What follows belongs to an exercise in optimizing a design on an open flow for small area, a short achievable clock period and few clock cycles per item; a production flow would make more cautious choices.
Only simulation tests tie the RTL to the original design; equivalence was not proved.
No activity file was given, so power comes from the tool's default toggle rates.

==> flow/design.v <==
module fp(out,done,a,b,start,clk,rst);
input wire [9:0]a,b;
input wire start;
input wire clk,rst;
output wire [9:0]out;
output reg done;
wire [8:0] lt_b = ~a[8:0] & b[8:0];
wire [8:0] eq_b = ~(a[8:0] ^ b[8:0]);
wire lt87 = lt_b[8] | (eq_b[8] & lt_b[7]);  wire eq87 = eq_b[8] & eq_b[7];
wire lt65 = lt_b[6] | (eq_b[6] & lt_b[5]);  wire eq65 = eq_b[6] & eq_b[5];
wire lt43 = lt_b[4] | (eq_b[4] & lt_b[3]);  wire eq43 = eq_b[4] & eq_b[3];
wire lt21 = lt_b[2] | (eq_b[2] & lt_b[1]);  wire eq21 = eq_b[2] & eq_b[1];
wire lt85 = lt87 | (eq87 & lt65);           wire eq85 = eq87 & eq65;
wire lt41 = lt43 | (eq43 & lt21);           wire eq41 = eq43 & eq21;
wire lt40 = lt41 | (eq41 & lt_b[0]);        wire eq40 = eq41 & eq_b[0];
wire a_lt_b = lt85 | (eq85 & lt40);
wire a_eq_b = eq85 & eq40;
wire [3:0] ea = a[8:5], eb = b[8:5];
wire [3:0] bo_ab, bo_ba;    
assign bo_ab[0] = 1'b0;
assign bo_ab[1] = ~ea[0] & eb[0];
assign bo_ab[2] = (~ea[1] & eb[1]) | (eq_b[6] & bo_ab[1]);
assign bo_ab[3] = (~ea[2] & eb[2]) | (eq_b[7] & (~ea[1] & eb[1])) | (eq_b[7] & eq_b[6] & bo_ab[1]);
assign bo_ba[0] = 1'b0;
assign bo_ba[1] = ~eb[0] & ea[0];
assign bo_ba[2] = (~eb[1] & ea[1]) | (eq_b[6] & bo_ba[1]);
assign bo_ba[3] = (~eb[2] & ea[2]) | (eq_b[7] & (~eb[1] & ea[1])) | (eq_b[7] & eq_b[6] & bo_ba[1]);
wire [3:0] dab = ~eq_b[8:5] ^ bo_ab;
wire [3:0] dba = ~eq_b[8:5] ^ bo_ba;
wire [5:0] ma = {1'b1, a[4:0]};
wire [5:0] mb = {1'b1, b[4:0]};
wire sub = a[9] ^ b[9];
wire [5:0] mx = a_lt_b ? mb : ma;
wire [3:0] d = lt85 ? dba : dab;
wire [5:0] my = ((a_lt_b ? ma : mb) >> d) ^ {6{sub}};
wire [9:0] x = a_lt_b ? b : a;
reg [5:0] r_p;
reg [4:0] r_g;    
reg [3:0] r_e;
reg r_s, r_sub;
always @(posedge clk) begin
  r_p <= mx ^ my;
  r_g <= mx[4:0] & my[4:0];
  r_e <= x[8:5];
  r_s <= x[9];
  r_sub <= sub;
  if (rst) done <= 1'b0;
  else done <= start;
end
wire [5:0] p = r_p;
wire [5:0] g = {~r_p[5], r_g};
wire cin = r_sub;
wire g10 = g[1] | (p[1] & g[0]);           wire p10 = p[1] & p[0];
wire g32 = g[3] | (p[3] & g[2]);           wire p32 = p[3] & p[2];
wire g54 = g[5] | (p[5] & g[4]);           wire p54 = p[5] & p[4];
wire g0c = g[0] | (p[0] & cin);
wire c0 = cin;
wire c1 = g0c;
wire c2 = g10 | (p10 & cin);
wire c3 = g[2] | (p[2] & c2);
wire g30 = g32 | (p32 & g10);              wire p30 = p32 & p10;
wire c4 = g30 | (p30 & cin);
wire c5 = g[4] | (p[4] & c4);
wire c6 = g54 | (p54 & c4);
wire [6:0] mag = {c6 & ~r_sub, p ^ {c5, c4, c3, c2, c1, c0}};
wire h6 = mag[6];
wire h5 = ~mag[6] & mag[5];
wire h4 = ~mag[6] & ~mag[5] & mag[4];
wire h3 = ~|mag[6:4] & mag[3];
wire h2 = ~|mag[6:3] & mag[2];
wire h1 = ~|mag[6:2] & mag[1];
wire h0 = ~|mag[6:1];
wire [3:0] ep1 = r_e + 4'd1;
wire [3:0] em1 = r_e - 4'd1;
wire [3:0] em2 = r_e - 4'd2;
wire [3:0] em3 = r_e - 4'd3;
wire [3:0] em4 = r_e - 4'd4;
wire [3:0] em5 = r_e - 4'd5;
wire [4:0] m = ({5{h6}} & mag[5:1])
             | ({5{h5}} & mag[4:0])
             | ({5{h4}} & {mag[3:0], 1'b0})
             | ({5{h3}} & {mag[2:0], 2'b0})
             | ({5{h2}} & {mag[1:0], 3'b0})
             | ({5{h1}} & {mag[0], 4'b0});
wire [3:0] e = ({4{h6}} & ep1) | ({4{h5}} & r_e) | ({4{h4}} & em1)
             | ({4{h3}} & em2) | ({4{h2}} & em3) | ({4{h1}} & em4)
             | ({4{h0}} & em5);
wire zero = r_sub & (&r_p);
assign out = zero ? 10'd0 : {r_s, e, m};
endmodule
Settings: LEC_CHECK=0, ABC_AREA=1, CAP_MARGIN=20, CORE_MARGIN=2, CORE_UTILIZATION=40, SLEW_MARGIN=20, BUFFER_PORTS_ARGS=-buffer_cell sky130_fd_sc_hd__buf_2, SETUP_SLACK_MARGIN=4.0; clock period 8.0 ns.
standard.sh (not shown) runs the stock make flow with config.mk's settings and CLKGATE_MAP_FILE= SYNTH_SCRIPT=/design/flow/synth_recipe.tcl, a recipe that flattens the netlist after the stock synthesis.
==> flow/flow/run.sh <==
#!/bin/bash
# The standard layout (the standard.sh: ORFS synthesis to finish,
# unchanged), with extra ORFS settings from flow/extra.mk appended to
# config.mk: the port buffers are made as a sized buffer cell instead of
# the cell buffer_ports picks by default, and repair may aim at a setup
# margin.  The tool output goes to standard.log.
cat flow/extra.mk >> config.mk
bash standard.sh > standard.log 2>&1
==> flow/flow/extra.mk <==
export BUFFER_PORTS_ARGS = -buffer_cell sky130_fd_sc_hd__buf_2
export SETUP_SLACK_MARGIN = 4.0
The baseline finished clean.
Testbench counts at the start, summed over its fixed seeds: cycles 24,000, items 24,000.
Change:
==> flow/flow/extra.mk (replaced) <==
export BUFFER_PORTS_ARGS = -buffer_cell sky130_fd_sc_hd__buf_2
Settings changed: CTS_BUF_LIST set to sky130_fd_sc_hd__clkbuf_8, CTS_CLUSTER_SIZE set to 30, SETUP_SLACK_MARGIN 4.0 to not set.
Cell count falls by 2.3%.
Hold slack is about the same.
Synthesized cell count is unchanged.
Utilization falls by 4.8 points.
Change:
==> flow/flow/run.sh (replaced) <==
#!/bin/bash
# The standard layout with two changes, each tool's output in its own log:
#  - synthesis is the standard flow's own script (synth_recipe.tcl) run without ORFS's
#    adder extraction (ADDER_MAP_FILE empty), so ABC maps the whole logic,
#    and, if flow/abc.script exists, with that ABC script in place of
#    ORFS's; registers, flattening and renaming are as in the standard run
#  - flow/extra.mk adds ORFS settings to config.mk (port buffer cell, ...)
# The rest is the standard.sh, unchanged.
set -e
cat flow/extra.mk >> config.mk
{ head -1 synth_recipe.tcl; cat flow/abc_swap.tcl; tail -n +2 synth_recipe.tcl; } > my_synth.tcl
if [ -f flow/abc.script ]; then export FLOW_ABC_SCRIPT=$PWD/flow/abc.script; fi
bash standard.sh ADDER_MAP_FILE= SYNTH_SCRIPT=$PWD/my_synth.tcl synth > synth.log 2>&1
bash standard.sh > standard.log 2>&1
==> flow/flow/abc_swap.tcl (new file) <==
# Map the combinational logic with the ABC script named by FLOW_ABC_SCRIPT
# instead of ORFS's; every other step of the synthesis is unchanged.
if {[info exists ::env(FLOW_ABC_SCRIPT)] && $::env(FLOW_ABC_SCRIPT) ne ""} {
  proc abc {args} {
    set i [lsearch -exact $args -script]
    if {$i >= 0} { set args [lreplace $args [expr {$i + 1}] [expr {$i + 1}] $::env(FLOW_ABC_SCRIPT)] }
    yosys abc {*}$args
  }
}
Settings changed: CTS_BUF_LIST sky130_fd_sc_hd__clkbuf_8 to not set, CTS_CLUSTER_SIZE 30 to not set.
What happened: The new run produced a clean layout; non-clock buffer count does not change; routed wire length rises by 0.86%; die area falls by 9.1%; first-iteration DRC count rises to 2.7 times its value; design area falls by 8.8%.
Change:
==> flow/flow/run.sh (replaced) <==
#!/bin/bash
# The standard layout (the standard.sh: ORFS synthesis to finish,
# unchanged), with extra ORFS settings from flow/extra.mk appended to
# config.mk: the port buffers are made as a sized buffer cell instead of
# the cell buffer_ports picks by default, and repair may aim at a setup
# margin.  The tool output goes to standard.log.
cat flow/extra.mk >> config.mk
bash standard.sh > standard.log 2>&1
removed: flow/flow/abc_swap.tcl
Sequential power rises by about 8%.
Sequential share of layout area falls by 1.5 points.
Hold slack barely changes.
Final area rises by 9.7%.
Total power rises by 31%.
Clock-buffer cell count stays the same.
Synthesized area rises by 11%.
Setup slack degrades by 0.093 ns.

[separate check: timing with driven ports]
No port has a modelled driver above. Below, the same layouts with a new extraction and two added sets of constraints. Step 1 (the two cells are an assumption about what drives the block):
set clk [get_ports {clk}]
set_driving_cell -lib_cell sky130_fd_sc_hd__clkbuf_16 $clk
set_driving_cell -lib_cell sky130_fd_sc_hd__buf_2 [delete_from_list [all_inputs] $clk]
Step 2, shift: input delay + t, output delay - t, t = (earliest + latest rising clock arrival at the registers) / 2. This alone moves slack from input paths to output paths. a / b / c = no drivers / after step 1 / after step 2; a / b = the first two.
run | t (ns) | slack for setup (ns) | clock arrival spread, ns | worst data-port slew with drivers (ns)
the first run | 0.273 | 4.078 / 4.053 / 4.255 | 0.003 / 0.004 | 0.03
the second run | 0.273 | 3.877 / 3.852 / 4.125 | 0.002 / 0.002 | 0.03
the third run | 0.266 | 3.970 / 3.948 / 4.213 | 0.002 / 0.001 | 0.03
the fourth run | 0.273 | 3.877 / 3.852 / 4.125 | 0.002 / 0.002 | 0.03
After both steps every run listed still meets setup and hold.
